From an optimization exercise on the open Yosys and OpenROAD flow, aimed at small area, a short achievable clock period and few clock cycles; shortcuts taken in it are not production practice.
Where RTL was checked, it was by simulation tests only, not by an equivalence proof against the original.
Power is estimated from default activity; no workload was simulated.

==> v34: inputs <==
==> flow/design.v (excerpt) <==
module MDC(
    clk,
    rst_n,
    in_valid,
    in_data,
    in_mode,
    out_valid,
    out_data
);
Settings: LEC_CHECK=0, CAP_MARGIN=50, CORE_MARGIN=2, CORE_UTILIZATION=40, SLEW_MARGIN=70; clock period 13.5 ns.
run.sh (not shown) runs the stock make flow with config.mk's settings and CLKGATE_MAP_FILE= SYNTH_SCRIPT=/design/flow/synth_recipe.tcl, a recipe that flattens the netlist after the stock synthesis.
==> v30: changes against v34 <==
--- a/flow/design.v
+++ b/flow/design.v
@@ -34,53 +34,47 @@
 );
 input clk, rst_n, in_valid;
 input [8:0] in_mode;
 input [14:0] in_data;
 output reg out_valid;
 output [206:0] out_data;
 reg  [3:0]  cnt;        
-reg         v1;         
-reg  [3:0]  k1;         
-reg  [14:0] raw;
-reg  [8:0]  rawm;
 always @(posedge clk or negedge rst_n) begin
-    if (!rst_n) begin
+    if (!rst_n)
         cnt <= 4'd0;
-        v1  <= 1'b0;
-    end else begin
-        v1  <= in_valid;
+    else
         cnt <= in_valid ? cnt + 4'd1 : 4'd0;
-    end
-end
-always @(posedge clk) begin
-    raw <= in_data;
-    k1  <= cnt;
-    if (in_valid && cnt == 4'd0)
-        rawm <= in_mode;
 end
+wire [3:0] k1 = cnt;
 wire [10:0] e;
 wire [4:0]  md;
-HAMMING_IP #(11) dec_data (.IN_code(raw),  .OUT_code(e));
-HAMMING_IP #(5)  dec_mode (.IN_code(rawm), .OUT_code(md));
+HAMMING_IP #(11) dec_data (.IN_code(in_data), .OUT_code(e));
+HAMMING_IP #(5)  dec_mode (.IN_code(in_mode), .OUT_code(md));
 reg m4, m3;
 always @(posedge clk) begin
-    if (v1 && k1 == 4'd0) begin
+    if (in_valid && cnt == 4'd0) begin
         m4 <= md[4];             
         m3 <= md[1] & ~md[4];    
     end
 end
 wire m2 = ~m4 & ~m3;             
 reg signed [10:0] sr [1:8];
 integer i;
 always @(posedge clk) begin
     sr[1] <= e;
     for (i = 2; i <= 8; i = i + 1)
         sr[i] <= sr[i-1];
 end
-wire [3:0] r0ld = (v1 && k1[3:2] == 2'd0) ? (4'd1 << k1[1:0]) : 4'd0;
+reg  [3:0] r0ld;
+always @(posedge clk or negedge rst_n) begin
+    if (!rst_n)
+        r0ld <= 4'd0;
+    else
+        r0ld <= (in_valid && k1[3:2] == 2'd0) ? (4'd1 << k1[1:0]) : 4'd0;
+end
 wire [44:0] DET;
 wire [10:0] row0 [0:3];
 assign row0[0] = DET[10:0];
 assign row0[1] = DET[21:11];
 assign row0[2] = DET[32:22];
 assign row0[3] = DET[43:33];
 function [17:0] booth;
@@ -97,88 +91,89 @@
     end
 endfunction
 reg p16;
 always @(posedge clk or negedge rst_n) begin
     if (!rst_n)
         p16 <= 1'b0;
     else
-        p16 <= v1 & (k1 == 4'd15) & m4;
+        p16 <= (k1 == 4'd15) & m4;
 end
-reg        v2, p16b;
+reg        p16b;
 reg  [3:0] k2;
 always @(posedge clk or negedge rst_n) begin
     if (!rst_n) begin
-        v2   <= 1'b0;
         p16b <= 1'b0;
+        k2   <= 4'd0;
     end else begin
-        v2   <= v1;
         p16b <= p16;
+        k2   <= k1;
     end
 end
-always @(posedge clk) k2 <= k1;
 wire [3:0] xs0, xs1, xs2;
 wire       x0e, x1e, x2e, x0n, x1n, x2n;
 wire [9:0] ys0n;
 wire [6:0] ys1n;
 wire [7:0] ys2n;
 wire [4:0] as0n, ds0n;
 wire [2:0] as1n, as2n;
 wire [3:0] ds1n, ds2n;
 wire [8:0] dfn;
 wire       rot3n, rot0n;
-CTL ctl_d (.v(v1), .k(k1), .p16(p16), .m4(m4), .m3(m3),
+CTL ctl_d (.v(1'b1), .k(k1), .p16(p16), .m4(m4), .m3(m3),
            .xs0(xs0), .xs1(xs1), .xs2(xs2), .x0e(x0e), .x1e(x1e), .x2e(x2e),
            .x0n(x0n), .x1n(x1n), .x2n(x2n), .ys0(ys0n), .ys1(ys1n), .ys2(ys2n),
            .as0(), .ds0(), .as1(), .ds1(), .as2(), .ds2(), .df(), .rot3(), .rot0());
-CTL ctl_s (.v(v2), .k(k2), .p16(p16b), .m4(m4), .m3(m3),
+CTL ctl_s (.v(1'b1), .k(k2), .p16(p16b), .m4(m4), .m3(m3),
            .xs0(), .xs1(), .xs2(), .x0e(), .x1e(), .x2e(),
            .x0n(), .x1n(), .x2n(), .ys0(), .ys1(), .ys2(),
            .as0(as0n), .ds0(ds0n), .as1(as1n), .ds1(ds1n), .as2(as2n), .ds2(ds2n),
            .df(dfn), .rot3(rot3n), .rot0(rot0n));
 wire [10:0] x0v = xs0[3] ? row0[0] : xs0[2] ? row0[2] : xs0[1] ? sr[4] : xs0[0] ? sr[1] : e;
 wire [10:0] x1v = xs1[3] ? row0[3] : xs1[2] ? row0[1] : xs1[1] ? sr[4] : e;
 wire [10:0] x2v = xs2[3] ? row0[2] : xs2[2] ? row0[1] : e;
-reg [17:0] X0, X1, X2;
+reg [11:0] X0, X1, X2;    
 reg [9:0]  ys0;
 reg [6:0]  ys1;
 reg [7:0]  ys2;
 reg [4:0]  as0, ds0;
 reg [2:0]  as1, as2;
 reg [3:0]  ds1, ds2;
 reg [8:0]  dfe;
 reg        rot3, rot0;
 always @(posedge clk) begin
-    X0  <= x0e ? booth(x0v, x0n) : 18'd0;
-    X1  <= x1e ? booth(x1v, x1n) : 18'd0;
-    X2  <= x2e ? booth(x2v, x2n) : 18'd0;
+    X0  <= x0e ? {x0n, x0v} : 12'd0;
+    X1  <= x1e ? {x1n, x1v} : 12'd0;
+    X2  <= x2e ? {x2n, x2v} : 12'd0;
     ys0 <= ys0n; ys1 <= ys1n; ys2 <= ys2n;
     as0 <= as0n; ds0 <= ds0n;
     as1 <= as1n; ds1 <= ds1n;
     as2 <= as2n; ds2 <= ds2n;
     dfe <= dfn;
     rot3 <= rot3n;
     rot0 <= rot0n;
 end
 reg done1, done2;
-reg ov2, ov3, ov4;
+reg ov2, ov3, ov4, ov23;
 always @(posedge clk or negedge rst_n) begin
     if (!rst_n) begin
         done1 <= 1'b0;
         done2 <= 1'b0;
         out_valid <= 1'b0;
         ov2 <= 1'b0;
         ov3 <= 1'b0;
         ov4 <= 1'b0;
+        ov23 <= 1'b0;
     end else begin
-        done1 <= (v1 & (k1 == 4'd15) & ~m4) | p16;
+        done1 <= ((k1 == 4'd15) & ~m4) | p16;
         done2 <= done1;
         out_valid <= done2;
         ov2 <= done2 & m2;
         ov3 <= done2 & m3;
         ov4 <= done2 & m4;
+        ov23 <= done2 & ~m4;
     end
 end
 reg  [206:0] R;
 assign DET = {R[101:94], R[152:136], R[206:187]};
 reg  [21:0]  P01, P02, P03, P12, P13, P23;
 wire [33:0]  POS0 = R[33:0];
 wire [33:0]  POS1 = R[186:153];
@@ -197,17 +192,17 @@
                  ({22{ys1[0]}} & P12);
 wire [21:0] y2 = ({22{ys2[7]}} & sx11(sr[2])) | ({22{ys2[6]}} & sx11(sr[3])) |
                  ({22{ys2[5]}} & sx11(sr[4])) | ({22{ys2[4]}} & sx11(sr[6])) |
                  ({22{ys2[3]}} & P12)         | ({22{ys2[2]}} & P23)         |
                  ({22{ys2[1]}} & P03)         | ({22{ys2[0]}} & P01);
 wire [44:0] s0w, c0w;
 wire [33:0] s1w, c1w, s2w, c2w;
-MUL1 #(.YW(34), .AW(45)) mul0 (.X(X0), .y(y0), .s(s0w), .c(c0w));
-MUL1 #(.YW(22), .AW(34)) mul1 (.X(X1), .y(y1), .s(s1w), .c(c1w));
-MUL1 #(.YW(22), .AW(34)) mul2 (.X(X2), .y(y2), .s(s2w), .c(c2w));
+MUL1 #(.YW(34), .AW(45)) mul0 (.X(booth(X0[10:0], X0[11])), .y(y0), .s(s0w), .c(c0w));
+MUL1 #(.YW(22), .AW(34)) mul1 (.X(booth(X1[10:0], X1[11])), .y(y1), .s(s1w), .c(c1w));
+MUL1 #(.YW(22), .AW(34)) mul2 (.X(booth(X2[10:0], X2[11])), .y(y2), .s(s2w), .c(c2w));
 reg [44:0] S0, C0;
 reg [33:0] S1, C1, S2, C2;
 always @(posedge clk) begin
     S0 <= s0w; C0 <= c0w;
     S1 <= s1w; C1 <= c1w;
     S2 <= s2w; C2 <= c2w;
 end
@@ -237,35 +232,51 @@
 reg [206:0] Rn;
 reg [44:0]  Dn;
 integer m;
 always @(*) begin
     Rn = R;
     Dn = DET;
     if (ds0[0])  Dn = o0;
-    if (r0ld[0]) Dn[10:0]  = e;
-    if (r0ld[1]) Dn[21:11] = e;
-    if (r0ld[2]) Dn[32:22] = e;
-    if (r0ld[3]) Dn[43:33] = e;
+    if (r0ld[0]) Dn[10:0]  = sr[1];
+    if (r0ld[1]) Dn[21:11] = sr[1];
+    if (r0ld[2]) Dn[32:22] = sr[1];
+    if (r0ld[3]) Dn[43:33] = sr[1];
     {Rn[101:94], Rn[152:136], Rn[206:187]} = Dn;
     for (m = 0; m < 9; m = m + 1)
         if (dfe[m]) Rn[206-23*m -: 23] = {o2[21], o2[21:0]};
     if (ds0[1])      Rn[33:0] = o0[33:0];
     else if (rot0)   Rn[33:0] = POS1;
     if (ds1[0])      Rn[186:153] = o1;
     if (ds2[0])      Rn[135:102] = o2;
     if (rot3)        Rn[84:51] = POS0;
 end
 always @(posedge clk) R <= Rn;
-wire [206:0] r3 = {3'b000,
-                   {17{R[186]}}, R[186:153],
-                   {17{R[135]}}, R[135:102],
-                   {17{R[84]}},  R[84:51],
-                   {17{R[33]}},  R[33:0]};
-wire [206:0] r4 = {{162{DET[44]}}, DET};
-assign out_data = ({207{ov2}} & R) | ({207{ov3}} & r3) | ({207{ov4}} & r4);
+reg t3f0, t3f1, t3f2, t3f3, t4s;
+always @(posedge clk or negedge rst_n) begin
+    if (!rst_n) begin
+        t3f0 <= 1'b0;
+        t3f1 <= 1'b0;
+        t3f2 <= 1'b0;
+        t3f3 <= 1'b0;
+        t4s  <= 1'b0;
+    end else begin
+        t3f0 <= done2 & m3 & o1[33];
+        t3f1 <= done2 & m3 & o2[33];
+        t3f2 <= done2 & m3 & R[33];
+        t3f3 <= done2 & m3 & o0[33];
+        t4s  <= done2 & m4 & Dn[44];
+    end
+end
+wire [206:0] t3 = {3'b000, {17{t3f0}}, 34'b0, {17{t3f1}}, 34'b0,
+                   {17{t3f2}}, 34'b0, {17{t3f3}}, 34'b0};
+wire [206:0] t4 = {{162{t4s}}, {45{ov4}} & DET};
+wire [206:0] ring_bits = {20'b0, {34{1'b1}}, 17'b0, {34{1'b1}}, 17'b0,
+                          {34{1'b1}}, 17'b0, {34{1'b1}}};
+assign out_data = (ring_bits & {207{ov23}} & R) |
+                  (~ring_bits & {207{ov2}} & R) | t3 | t4;
 endmodule
 module MUL1 #(parameter YW = 22, parameter AW = 34) (
     input  [17:0]   X,
     input  [YW-1:0] y,
     output [AW-1:0] s,
     output [AW-1:0] c
 );
==> v27: changes against v34 <==
==> flow/flow/run.sh (new file) <==
#!/bin/bash
# Standard layout with a tighter internal setup target for timing repair
# (the clock period and constraints are unchanged).
set -euo pipefail
bash standard.sh SETUP_SLACK_MARGIN=9.5 SLEW_MARGIN=70 CAP_MARGIN=50 finish > standard_flow.log 2>&1
==> flow/standard.sh (new file) <==
#!/bin/bash
# synth_recipe.tcl (not shown) runs the flow's synth.tcl, then flattens the netlist and writes it again
# the make line also repeats each setting of config.mk as NAME=value (left out here)
make -C /OpenROAD-flow-scripts/flow DESIGN_CONFIG=/design/flow/config.mk WORK_HOME=/design/flow/orfs CLKGATE_MAP_FILE= SYNTH_SCRIPT=/design/flow/synth_recipe.tcl "${@:-finish}"
removed: flow/run.sh
==> v7: changes against v34 <==
--- a/flow/design.v
+++ b/flow/design.v
@@ -34,53 +34,41 @@
 );
 input clk, rst_n, in_valid;
 input [8:0] in_mode;
 input [14:0] in_data;
 output reg out_valid;
 output [206:0] out_data;
 reg  [3:0]  cnt;        
-reg         v1;         
-reg  [3:0]  k1;         
-reg  [14:0] raw;
-reg  [8:0]  rawm;
 always @(posedge clk or negedge rst_n) begin
-    if (!rst_n) begin
+    if (!rst_n)
         cnt <= 4'd0;
-        v1  <= 1'b0;
-    end else begin
-        v1  <= in_valid;
+    else
         cnt <= in_valid ? cnt + 4'd1 : 4'd0;
-    end
-end
-always @(posedge clk) begin
-    raw <= in_data;
-    k1  <= cnt;
-    if (in_valid && cnt == 4'd0)
-        rawm <= in_mode;
 end
+wire [3:0] k1 = cnt;
 wire [10:0] e;
 wire [4:0]  md;
-HAMMING_IP #(11) dec_data (.IN_code(raw),  .OUT_code(e));
-HAMMING_IP #(5)  dec_mode (.IN_code(rawm), .OUT_code(md));
+HAMMING_IP #(11) dec_data (.IN_code(in_data), .OUT_code(e));
+HAMMING_IP #(5)  dec_mode (.IN_code(in_mode), .OUT_code(md));
 reg m4, m3;
 always @(posedge clk) begin
-    if (v1 && k1 == 4'd0) begin
+    if (in_valid && cnt == 4'd0) begin
         m4 <= md[4];             
         m3 <= md[1] & ~md[4];    
     end
 end
 wire m2 = ~m4 & ~m3;             
 reg signed [10:0] sr [1:8];
 integer i;
 always @(posedge clk) begin
     sr[1] <= e;
     for (i = 2; i <= 8; i = i + 1)
         sr[i] <= sr[i-1];
 end
-wire [3:0] r0ld = (v1 && k1[3:2] == 2'd0) ? (4'd1 << k1[1:0]) : 4'd0;
+wire [3:0] r0ld = (in_valid && k1[3:2] == 2'd0) ? (4'd1 << k1[1:0]) : 4'd0;
 wire [44:0] DET;
 wire [10:0] row0 [0:3];
 assign row0[0] = DET[10:0];
 assign row0[1] = DET[21:11];
 assign row0[2] = DET[32:22];
 assign row0[3] = DET[43:33];
 function [17:0] booth;
@@ -97,43 +85,42 @@
     end
 endfunction
 reg p16;
 always @(posedge clk or negedge rst_n) begin
     if (!rst_n)
         p16 <= 1'b0;
     else
-        p16 <= v1 & (k1 == 4'd15) & m4;
+        p16 <= (k1 == 4'd15) & m4;
 end
-reg        v2, p16b;
+reg        p16b;
 reg  [3:0] k2;
 always @(posedge clk or negedge rst_n) begin
     if (!rst_n) begin
-        v2   <= 1'b0;
         p16b <= 1'b0;
+        k2   <= 4'd0;
     end else begin
-        v2   <= v1;
         p16b <= p16;
+        k2   <= k1;
     end
 end
-always @(posedge clk) k2 <= k1;
 wire [3:0] xs0, xs1, xs2;
 wire       x0e, x1e, x2e, x0n, x1n, x2n;
 wire [9:0] ys0n;
 wire [6:0] ys1n;
 wire [7:0] ys2n;
 wire [4:0] as0n, ds0n;
 wire [2:0] as1n, as2n;
 wire [3:0] ds1n, ds2n;
 wire [8:0] dfn;
 wire       rot3n, rot0n;
-CTL ctl_d (.v(v1), .k(k1), .p16(p16), .m4(m4), .m3(m3),
+CTL ctl_d (.v(1'b1), .k(k1), .p16(p16), .m4(m4), .m3(m3),
            .xs0(xs0), .xs1(xs1), .xs2(xs2), .x0e(x0e), .x1e(x1e), .x2e(x2e),
            .x0n(x0n), .x1n(x1n), .x2n(x2n), .ys0(ys0n), .ys1(ys1n), .ys2(ys2n),
            .as0(), .ds0(), .as1(), .ds1(), .as2(), .ds2(), .df(), .rot3(), .rot0());
-CTL ctl_s (.v(v2), .k(k2), .p16(p16b), .m4(m4), .m3(m3),
+CTL ctl_s (.v(1'b1), .k(k2), .p16(p16b), .m4(m4), .m3(m3),
            .xs0(), .xs1(), .xs2(), .x0e(), .x1e(), .x2e(),
            .x0n(), .x1n(), .x2n(), .ys0(), .ys1(), .ys2(),
            .as0(as0n), .ds0(ds0n), .as1(as1n), .ds1(ds1n), .as2(as2n), .ds2(ds2n),
            .df(dfn), .rot3(rot3n), .rot0(rot0n));
 wire [10:0] x0v = xs0[3] ? row0[0] : xs0[2] ? row0[2] : xs0[1] ? sr[4] : xs0[0] ? sr[1] : e;
 wire [10:0] x1v = xs1[3] ? row0[3] : xs1[2] ? row0[1] : xs1[1] ? sr[4] : e;
 wire [10:0] x2v = xs2[3] ? row0[2] : xs2[2] ? row0[1] : e;
@@ -155,30 +142,32 @@
     as1 <= as1n; ds1 <= ds1n;
     as2 <= as2n; ds2 <= ds2n;
     dfe <= dfn;
     rot3 <= rot3n;
     rot0 <= rot0n;
 end
 reg done1, done2;
-reg ov2, ov3, ov4;
+reg ov2, ov3, ov4, ov23;
 always @(posedge clk or negedge rst_n) begin
     if (!rst_n) begin
         done1 <= 1'b0;
         done2 <= 1'b0;
         out_valid <= 1'b0;
         ov2 <= 1'b0;
         ov3 <= 1'b0;
         ov4 <= 1'b0;
+        ov23 <= 1'b0;
     end else begin
-        done1 <= (v1 & (k1 == 4'd15) & ~m4) | p16;
+        done1 <= ((k1 == 4'd15) & ~m4) | p16;
         done2 <= done1;
         out_valid <= done2;
         ov2 <= done2 & m2;
         ov3 <= done2 & m3;
         ov4 <= done2 & m4;
+        ov23 <= done2 & ~m4;
     end
 end
 reg  [206:0] R;
 assign DET = {R[101:94], R[152:136], R[206:187]};
 reg  [21:0]  P01, P02, P03, P12, P13, P23;
 wire [33:0]  POS0 = R[33:0];
 wire [33:0]  POS1 = R[186:153];
@@ -251,21 +240,26 @@
     if (ds0[1])      Rn[33:0] = o0[33:0];
     else if (rot0)   Rn[33:0] = POS1;
     if (ds1[0])      Rn[186:153] = o1;
     if (ds2[0])      Rn[135:102] = o2;
     if (rot3)        Rn[84:51] = POS0;
 end
 always @(posedge clk) R <= Rn;
-wire [206:0] r3 = {3'b000,
-                   {17{R[186]}}, R[186:153],
-                   {17{R[135]}}, R[135:102],
-                   {17{R[84]}},  R[84:51],
-                   {17{R[33]}},  R[33:0]};
-wire [206:0] r4 = {{162{DET[44]}}, DET};
-assign out_data = ({207{ov2}} & R) | ({207{ov3}} & r3) | ({207{ov4}} & r4);
+wire t3f0 = ov3 & R[186];
+wire t3f1 = ov3 & R[135];
+wire t3f2 = ov3 & R[84];
+wire t3f3 = ov3 & R[33];
+wire t4s  = ov4 & DET[44];
+wire [206:0] t3 = {3'b000, {17{t3f0}}, 34'b0, {17{t3f1}}, 34'b0,
+                   {17{t3f2}}, 34'b0, {17{t3f3}}, 34'b0};
+wire [206:0] t4 = {{162{t4s}}, {45{ov4}} & DET};
+wire [206:0] ring_bits = {20'b0, {34{1'b1}}, 17'b0, {34{1'b1}}, 17'b0,
+                          {34{1'b1}}, 17'b0, {34{1'b1}}};
+assign out_data = (ring_bits & {207{ov23}} & R) |
+                  (~ring_bits & {207{ov2}} & R) | t3 | t4;
 endmodule
 module MUL1 #(parameter YW = 22, parameter AW = 34) (
     input  [17:0]   X,
     input  [YW-1:0] y,
     output [AW-1:0] s,
     output [AW-1:0] c
 );
==> flow/flow/run.sh (new file) <==
#!/bin/bash
# The standard layout (the standard.sh, standard synthesis), with timing
# repair aiming at a setup slack of 8.7 ns on the 13.5 ns clock. The clock
# period and all constraints are unchanged.
set -euo pipefail
bash standard.sh SETUP_SLACK_MARGIN=8.7 finish > standard_flow.log 2>&1
==> flow/standard.sh (new file) <==
#!/bin/bash
# synth_recipe.tcl (not shown) runs the flow's synth.tcl, then flattens the netlist and writes it again
# the make line also repeats each setting of config.mk as NAME=value (left out here)
make -C /OpenROAD-flow-scripts/flow DESIGN_CONFIG=/design/flow/config.mk WORK_HOME=/design/flow/orfs CLKGATE_MAP_FILE= SYNTH_SCRIPT=/design/flow/synth_recipe.tcl "${@:-finish}"
removed: flow/run.sh
==> qor summary <==
                                                                                v27                      v30                       v7                      v34
Run status                                                  complete, no violations  complete, no violations  complete, no violations  complete, no violations
Count of flip-flops with a built-in enable after synthesis                      348                      338                      339                      348
Layout cell share with drive strength beyond 1                                38.3%                    12.6%                    22.1%                    12.8%
Routed WL per cell                                                          32.0 um                  31.2 um                  30.6 um                  30.7 um
GRT met3 Usage                                                                15.1%                    11.4%                    10.5%                    9.79%
Startpoint types                                                           register                 register                input pin                 register
Final GP Congestion                                                            1.05                     1.04                     1.04                     1.05
Total die area                                                         149000 sq um             146000 sq um             146000 sq um             149000 sq um
Post-Route M1 WL                                                             100 mm                  96.6 mm                  96.0 mm                  98.0 mm
Maximum clock skew at final layout                                        0.0449 ns                0.0438 ns                0.0396 ns                0.0719 ns
Clock Buffer Count                                                              135                      126                      118                      142
Net Switching                                                               2.32 mW                  3.16 mW                  2.87 mW                  2.18 mW
Simple-Gate Fraction of Synth Area                                            9.56%                    7.79%                    9.76%                    9.56%
Testbench counts of v30, summed over its fixed seeds: cycles 46,426.
Testbench counts of v7, summed over its fixed seeds: cycles 46,426.
For v34 and v27, only the layout was checked, not whether the RTL still works.

-- what the ideal ports hide --
How much do the figures lean on ideal ports? The routed layouts below were timed once more, with nothing changed but the port constraints. Step 1 sets driving cells, clkbuf_16 on the clock port and buf_2 on the other inputs (assumed; they add their load-dependent delay and slew). Step 2, shift: input delay + t, output delay - t, t = (earliest + latest rising clock arrival at the registers) / 2. This alone moves slack from input paths to output paths. Slacks: ideal ports / drivers / drivers and shift; pairs: ideal ports / drivers.
| run | t (ns) | setup WS [ns] | worst hold slack (ns) |
|---|---|---|---|
| v34 | 0.784 | 7.548 / 7.466 / 8.250 | 0.323 / 0.323 / 0.323 |
| v30 | 0.791 | 7.802 / 7.718 / 7.832 | 0.326 / 0.326 / 0.326 |
| v27 | 0.798 | 8.403 / 8.318 / 8.886 | 0.325 / 0.325 / 0.325 |
| v7 | 0.773 | 8.529 / 8.462 / 7.791 | 0.323 / 0.323 / 0.323 |
After both steps every run listed still meets setup and hold. For v7, which loses most, drivers alone change the setup slack by -0.067 ns; drivers and shift together by -0.738 ns.
